This is an optimization exercise on Yosys and OpenROAD, whose aim is small area, a short achievable clock period and few clock cycles, not a production implementation. Function was checked by simulation only, so behaviour that the tests miss may differ from the original. Power and IR drop assume default switching activity.

==> v3: inputs <==
==> flow/design.v <==
`timescale 1ns / 1ps
module PC(
    input CLK,
    input Reset,
    input redirect,
    input [11:2] alt,
    input inc,
    input pred,
    input [11:2] target,
    output reg [11:2] IAddr,
    output [11:2] Next
    );
    assign Next = IAddr + 10'd1;
    always@(posedge CLK)
    begin
        if(Reset==1'b0)
            IAddr<=10'd0;
        else if(redirect)
            IAddr<=alt;
        else if(inc)
            IAddr<=pred ? target : Next;
    end
endmodule
`timescale 1ns / 1ps
module RegisterFile(
    input [4:0] ReadReg1,
    input [4:0] ReadReg2,
    input [4:0]WriteReg,
    input [31:0]WriteData,
    output reg [31:0]ReadData1,
    output reg [31:0] ReadData2,
    input WE,
    input CLK
    );
    reg[31:0] registers[1:31];
    integer i;
    always @(*) begin
        ReadData1 = 32'b0;
        ReadData2 = 32'b0;
        for (i = 1; i < 32; i = i + 1) begin
            ReadData1 = ReadData1 | ({32{ReadReg1 == i}} & registers[i]);
            ReadData2 = ReadData2 | ({32{ReadReg2 == i}} & registers[i]);
        end
    end
    always@(posedge CLK)
    begin
        if(WE==1 && WriteReg!=0)
            registers[WriteReg]<=WriteData;
    end
endmodule
`timescale 1ns / 1ps
module DataMemory(
    input [1:0] O,
    input [15:0] S0, S1, S2, S3,
    input [31:0] DataIn,
    output reg [7:0] Q0, Q1, Q2, Q3,
    input WE,
    input CLK
    );
    reg [7:0] bank0 [0:15];
    reg [7:0] bank1 [0:15];
    reg [7:0] bank2 [0:15];
    reg [7:0] bank3 [0:15];
    integer i;
    always @(*) begin
        Q0 = 8'b0; Q1 = 8'b0; Q2 = 8'b0; Q3 = 8'b0;
        for (i = 0; i < 16; i = i + 1) begin
            Q0 = Q0 | ({8{S0[i]}} & bank0[i]);
            Q1 = Q1 | ({8{S1[i]}} & bank1[i]);
            Q2 = Q2 | ({8{S2[i]}} & bank2[i]);
            Q3 = Q3 | ({8{S3[i]}} & bank3[i]);
        end
    end
    reg [31:0] wd;  
    always @(*) begin
        case (O)
            2'd0: wd = DataIn;
            2'd1: wd = {DataIn[7:0], DataIn[31:8]};
            2'd2: wd = {DataIn[15:0], DataIn[31:16]};
            default: wd = {DataIn[23:0], DataIn[31:24]};
        endcase
    end
    always @(posedge CLK) begin
        for (i = 0; i < 16; i = i + 1) begin
            if (WE & S0[i]) bank0[i] <= wd[31:24];
            if (WE & S1[i]) bank1[i] <= wd[23:16];
            if (WE & S2[i]) bank2[i] <= wd[15:8];
            if (WE & S3[i]) bank3[i] <= wd[7:0];
        end
    end
endmodule
`timescale 1ns / 1ps
`timescale 1ns / 1ps
module ALU(
    input [31:0] A,
    input [31:0] B,
    input add, sub, and_,
    output [31:0] Sum,
    output [31:0] Logic,
    output [31:0] Result,
    output ne
    );
    PrefixAdd #(.W(32)) adder(.a(A), .b(sub ? ~B : B), .cin(sub), .s(Sum));
    assign Logic = and_ ? (A & B) : (A | B);
    assign Result = add ? Sum : Logic;
    assign ne = |(A ^ B);
endmodule
module PrefixAdd #(parameter W = 32, parameter L = 5) (
    input [W-1:0] a,
    input [W-1:0] b,
    input cin,
    output [W-1:0] s
    );
    wire [W-1:0] p0 = a ^ b;
    wire [W-1:0] g0 = (a & b) | {{(W-1){1'b0}}, p0[0] & cin};
    wire [W-1:0] g [0:L];
    wire [W-1:0] p [0:L];
    assign g[0] = g0;
    assign p[0] = p0;
    genvar l, i;
    generate
        for (l = 0; l < L; l = l + 1) begin : lvl
            for (i = 0; i < W; i = i + 1) begin : bit_
                if ((i >> l) % 2 == 1) begin : comb
                    localparam integer J = ((i >> l) << l) - 1;
                    assign g[l+1][i] = g[l][i] | (p[l][i] & g[l][J]);
                    assign p[l+1][i] = p[l][i] & p[l][J];
                end else begin : pass
                    assign g[l+1][i] = g[l][i];
                    assign p[l+1][i] = p[l][i];
                end
            end
        end
    endgenerate
    wire [W-1:0] c = {g[L][W-2:0], cin};
    assign s = p0 ^ c;
endmodule
`timescale 1ns / 1ps
module ControlUnit(
    input [5:0] Ins,
    output add,       
    output sub,       
    output and_,      
    output imm,       
    output sw, lw, bne, halt,
    output RegWre,
    output RegDst,
    output UseRs,
    output UseRt
    );
    wire addu  = (Ins == 6'b000000);
    wire addiu = (Ins == 6'b000001);
    wire subu  = (Ins == 6'b000010);
    wire ori   = (Ins == 6'b010000);
    wire andr  = (Ins == 6'b010001);
    wire orr   = (Ins == 6'b010010);
    assign sw    = (Ins == 6'b100110);
    assign lw    = (Ins == 6'b100111);
    assign bne   = (Ins == 6'b110000);
    assign halt  = (Ins == 6'b111111);
    assign add   = addu | addiu | subu;
    assign sub   = subu;
    assign and_  = andr;
    assign imm   = addiu | ori;
    assign RegWre = addu | addiu | subu | ori | andr | orr | lw;
    assign RegDst = addu | subu | andr | orr;
    assign UseRs  = RegWre | sw | bne;
    assign UseRt  = addu | subu | andr | orr | sw | bne;
endmodule
`timescale 1ns / 1ps
module Two2One0(
    input RegDst,
    input [4:0] rd,
    input [4:0] rt,
    output [4:0] Output
    );
    assign Output = RegDst ? rd : rt;
endmodule
`timescale 1ns / 1ps
module Two2One2(
    input [11:2] PC_next,
    input [9:0] Imme,
    output [11:2] PC_new
    );
    PrefixAdd #(.W(10), .L(4)) add(.a(PC_next), .b(Imme), .cin(1'b0), .s(PC_new));
endmodule
module ShortTarget(
    input [11:2] PC,
    input [5:0] Off,
    output [11:2] Target
    );
    wire [5:0] lo = {1'b0, PC[6:2]} + {1'b0, Off[4:0]} + 6'd1;
    wire [4:0] hi = PC[11:7];
    wire [4:0] hi_p = hi + 5'd1;
    wire [4:0] hi_m = hi - 5'd1;
    wire [4:0] hi_t = Off[5] ? (lo[5] ? hi : hi_m) : (lo[5] ? hi_p : hi);
    assign Target = {hi_t, lo[4:0]};
endmodule
`timescale 1ns / 1ps
module Two2One3(
    input [31:0] ALUResult,
    input [7:0] Q0, Q1, Q2, Q3,
    input [4:0] Sel,
    output [31:0] DB
    );
    assign DB = ({32{Sel[0]}} & ALUResult)
              | ({32{Sel[1]}} & {Q0, Q1, Q2, Q3})
              | ({32{Sel[2]}} & {Q1, Q2, Q3, Q0})
              | ({32{Sel[3]}} & {Q2, Q3, Q0, Q1})
              | ({32{Sel[4]}} & {Q3, Q0, Q1, Q2});
endmodule
`timescale 1ns / 1ps
module SingleCycleCPU(
    input clk,
    input Reset,                  
    output [31:0] pc,
    input  [31:0] instr,
    output reg reg_we,
    output reg [4:0] reg_waddr,
    output reg [31:0] reg_wdata,
    output reg mem_we,
    output reg [5:0] mem_addr,
    output reg [31:0] mem_wdata,
    output reg halted
    );
    wire [11:2] pcr;
    assign pc = {20'b0, pcr, 2'b00};
    reg fstop;                     
    reg [31:0] x_a, x_b;           
    reg [9:0]  x_imm;              
    reg [4:0]  x_dst;
    reg        x_wr, x_add, x_sub, x_and, x_sw, x_lw, x_bne, x_halt;
    reg        x_pred;             
    reg [11:2] x_pcn;              
    reg [31:0] m_res;
    reg [15:0] m_s0, m_s1, m_s2, m_s3;   
    reg [4:0]  m_sel;              
    reg [4:0]  m_dst;
    reg        m_wr;
    wire [31:0] alu_sum, alu_logic, alu_res;
    wire        ne;
    ALU alu(.A(x_a), .B(x_b), .add(x_add), .sub(x_sub), .and_(x_and),
            .Sum(alu_sum), .Logic(alu_logic), .Result(alu_res), .ne(ne));
    wire [5:0] maddr = x_a[5:0] + x_imm[5:0];
    wire [15:0] hr = 16'b1 << maddr[5:2];
    wire [15:0] hr1 = {hr[14:0], hr[15]};
    wire redirect = x_bne & (ne ^ x_pred);
    wire [11:2] x_target;
    Two2One2 two2one2(.PC_next(x_pcn), .Imme(x_imm), .PC_new(x_target));
    wire [11:2] x_alt = x_pred ? x_pcn : x_target;
    wire [7:0] q0, q1, q2, q3;
    DataMemory data_memory(.O(mem_addr[1:0]), .S0(m_s0), .S1(m_s1), .S2(m_s2), .S3(m_s3),
                           .DataIn(mem_wdata), .Q0(q0), .Q1(q1), .Q2(q2), .Q3(q3),
                           .WE(mem_we & Reset), .CLK(clk));
    wire [31:0] wdata;
    Two2One3 two2one3(.ALUResult(m_res), .Q0(q0), .Q1(q1), .Q2(q2), .Q3(q3),
                      .Sel(m_sel), .DB(wdata));
    wire [5:0] op = instr[31:26];
    wire [4:0] rs = instr[25:21];
    wire [4:0] rt = instr[20:16];
    wire [4:0] rd = instr[15:11];
    wire [15:0] imm = instr[15:0];
    wire c_add, c_sub, c_and, c_imm, c_sw, c_lw, c_bne, c_halt, c_wr, c_dst_rd, c_use_rs, c_use_rt;
    ControlUnit control_unit(
        .Ins(op), .add(c_add), .sub(c_sub), .and_(c_and), .imm(c_imm),
        .sw(c_sw), .lw(c_lw), .bne(c_bne), .halt(c_halt),
        .RegWre(c_wr), .RegDst(c_dst_rd), .UseRs(c_use_rs), .UseRt(c_use_rt)
    );
    wire [4:0] dst;
    Two2One0 two2one0(.RegDst(c_dst_rd), .rd(rd), .rt(rt), .Output(dst));
    wire [31:0] rf_rs, rf_rt;
    RegisterFile register_file(
        .ReadReg1(rs), .ReadReg2(rt), .WriteReg(m_dst), .WriteData(wdata),
        .ReadData1(rf_rs), .ReadData2(rf_rt), .WE(m_wr & Reset), .CLK(clk)
    );
    wire xs = x_wr & (x_dst == rs);
    wire xt = x_wr & (x_dst == rt);
    wire ms = m_wr & (m_dst == rs);
    wire mt = m_wr & (m_dst == rt);
    wire [3:0] ss = {xs & x_add, xs & ~x_add, ~xs & ms, ~xs & ~ms};
    wire [3:0] st = {xt & x_add, xt & ~x_add, ~xt & mt, ~xt & ~mt} & {4{~c_imm}};
    wire [31:0] rsv = ({32{ss[3]}} & alu_sum) | ({32{ss[2]}} & alu_logic)
                    | ({32{ss[1]}} & wdata) | ({32{ss[0]}} & rf_rs);
    wire [31:0] bv = ({32{st[3]}} & alu_sum) | ({32{st[2]}} & alu_logic)
                   | ({32{st[1]}} & wdata) | ({32{st[0]}} & rf_rt)
                   | ({32{c_imm}} & {16'b0, imm});
    wire wait_ld = x_lw & ((xs & c_use_rs) | (xt & c_use_rt));
    wire go = ~redirect & ~fstop & ~wait_ld;
    wire short = (imm[9:5] == 5'b00000) | (imm[9:5] == 5'b11111);
    wire pred = c_bne & (rs != rt) & short;
    wire [11:2] pc_next, target;
    ShortTarget short_target(.PC(pcr), .Off(imm[5:0]), .Target(target));
    PC pc_reg(.CLK(clk), .Reset(Reset), .redirect(redirect), .alt(x_alt),
              .inc(go & ~c_halt), .pred(pred), .target(target),
              .IAddr(pcr), .Next(pc_next));
    always @(posedge clk) begin
        if (Reset == 1'b0) begin
            fstop <= 1'b0;
            halted <= 1'b0;
            x_wr <= 1'b0; x_add <= 1'b0; x_sub <= 1'b0; x_and <= 1'b0;
            x_sw <= 1'b0; x_lw <= 1'b0; x_bne <= 1'b0; x_halt <= 1'b0;
        end else begin
            if (go & c_halt)
                fstop <= 1'b1;
            if (x_halt)
                halted <= 1'b1;
            x_wr  <= go & c_wr & (dst != 5'd0);
            x_add <= go & c_add;
            x_sub <= go & c_sub;
            x_and <= go & c_and;
            x_sw  <= go & c_sw;
            x_lw  <= go & c_lw;
            x_bne <= go & c_bne;
            x_halt <= go & c_halt;
        end
        x_a <= rsv;
        x_b <= bv;
        x_imm <= imm[9:0];
        x_pred <= pred;
        x_pcn <= pc_next;
        x_dst <= dst;
    end
    always @(posedge clk) begin
        if (Reset == 1'b0) begin
            m_wr <= 1'b0;
            mem_we <= 1'b0;
        end else begin
            m_wr <= x_wr;
            mem_we <= x_sw;
        end
        m_sel <= {x_lw & (maddr[1:0] == 2'd3), x_lw & (maddr[1:0] == 2'd2),
                  x_lw & (maddr[1:0] == 2'd1), x_lw & (maddr[1:0] == 2'd0), ~x_lw};
        m_dst <= x_dst;
        m_res <= alu_res;
        m_s0 <= (maddr[1:0] > 2'd0) ? hr1 : hr;
        m_s1 <= (maddr[1:0] > 2'd1) ? hr1 : hr;
        m_s2 <= (maddr[1:0] > 2'd2) ? hr1 : hr;
        m_s3 <= hr;
        mem_addr <= maddr;
        mem_wdata <= x_b;
    end
    always @(posedge clk) begin
        if (Reset == 1'b0)
            reg_we <= 1'b0;
        else
            reg_we <= m_wr;
        reg_waddr <= m_dst;
        reg_wdata <= wdata;
    end
endmodule
==> flow/flow/run.sh <==
#!/bin/bash
set -euo pipefail
cd "$(dirname "$0")/.."
bash standard.sh SETUP_SLACK_MARGIN=6.5 finish > make_finish.log 2>&1
==> flow/standard.sh <==
#!/bin/bash
# synth_recipe.tcl (not shown) runs the flow's synth.tcl, then flattens the netlist and writes it again
# the make line also repeats each setting of config.mk as NAME=value (left out here)
make -C /OpenROAD-flow-scripts/flow DESIGN_CONFIG=/design/flow/config.mk WORK_HOME=/design/flow/orfs CLKGATE_MAP_FILE= SYNTH_SCRIPT=/design/flow/synth_recipe.tcl "${@:-finish}"
==> flow/config.mk <==
export PLATFORM = sky130hd
export DESIGN_NAME = SingleCycleCPU
export DESIGN_NICKNAME = SingleCycleCPU
export VERILOG_FILES = /design/flow/design.v
export SDC_FILE = /design/flow/constraint.sdc
export NUM_CORES = 4
export LEC_CHECK = 0
export CAP_MARGIN = 40
export CORE_MARGIN = 2
export CORE_UTILIZATION = 45
export CTS_CLUSTER_DIAMETER = 50
export CTS_CLUSTER_SIZE = 35
export PLACE_DENSITY = 0.6
export SLEW_MARGIN = 60
==> flow/constraint.sdc <==
create_clock -name core_clock -period 10.0 [get_ports {clk}]
set_input_delay 2.0000 -clock core_clock [delete_from_list [all_inputs] [get_ports {clk}]]
set_output_delay 2.0000 -clock core_clock [all_outputs]
set_load 0.01 [all_outputs]
==> v34 (differences from v3) <==
CAP_MARGIN = 20   (was 40)
CORE_UTILIZATION = 40   (was 45)
PLACE_DENSITY = 0.55   (was 0.6)
SLEW_MARGIN = 20   (was 60)
==> results.txt <==
item                                                    v3             v34
Length of routed met2 wiring                     137000 um       147000 um
GR met3 Demand/Resource                              14.8%           12.7%
Result of the run                           finished clean  finished clean
Hold Slack                                          395 ps          396 ps
Count of clock buffers in the final design             164             182
Detailed Place HPWL                              187000 um       190000 um
Placeable core region                         165000 sq um    186000 sq um
Worst Setup Slack post-DPL                         4330 ps         3990 ps
Multi-input gates                                     3151            3155
Power spent charging and discharging nets          5.93 mW         6.11 mW
Post-route cell area                           88700 sq um     89300 sq um
Starting Density                                     45.3%           40.3%
Per-cell via count in the routed design               7.34            7.00
Clock-cell share                                     6.06%           6.71%
R2R Setup Slk                                      6530 ps         6520 ps
Testbench counts of v3, summed over its fixed seeds: cycles 199,094.
Testbench counts of v34, summed over its fixed seeds: cycles 199,094.

## what the ideal ports hide
How much do the figures lean on ideal ports? The routed layouts below were timed once more, with nothing changed but the port constraints.
Step 1: set_driving_cell puts a clkbuf_16 on clk and a buf_2 on each other input, an assumption about the parent block.
Step 2 moves the port delays by t, midway between the first and last clock arrival at a register: inputs arrive t later, outputs are due t later. That takes back most of the time a late clock gives input paths.
Slacks: ideal / step 1 / step 2; pairs: ideal / step 1.
run	shift t [ns]	setup slack, ns	hold WS [ns]	worst data-port slew with drivers (ns)
v3	0.896	6.383 / 6.426 / 5.530	0.395 / 0.395 / 0.395	0.05
v34	0.915	6.386 / 6.441 / 5.526	0.396 / 0.396 / 0.396	0.06
After both steps setup and hold are still met in every run listed. For v34, which loses most, drivers alone change the setup slack by +0.055 ns; drivers and shift together by -0.860 ns.
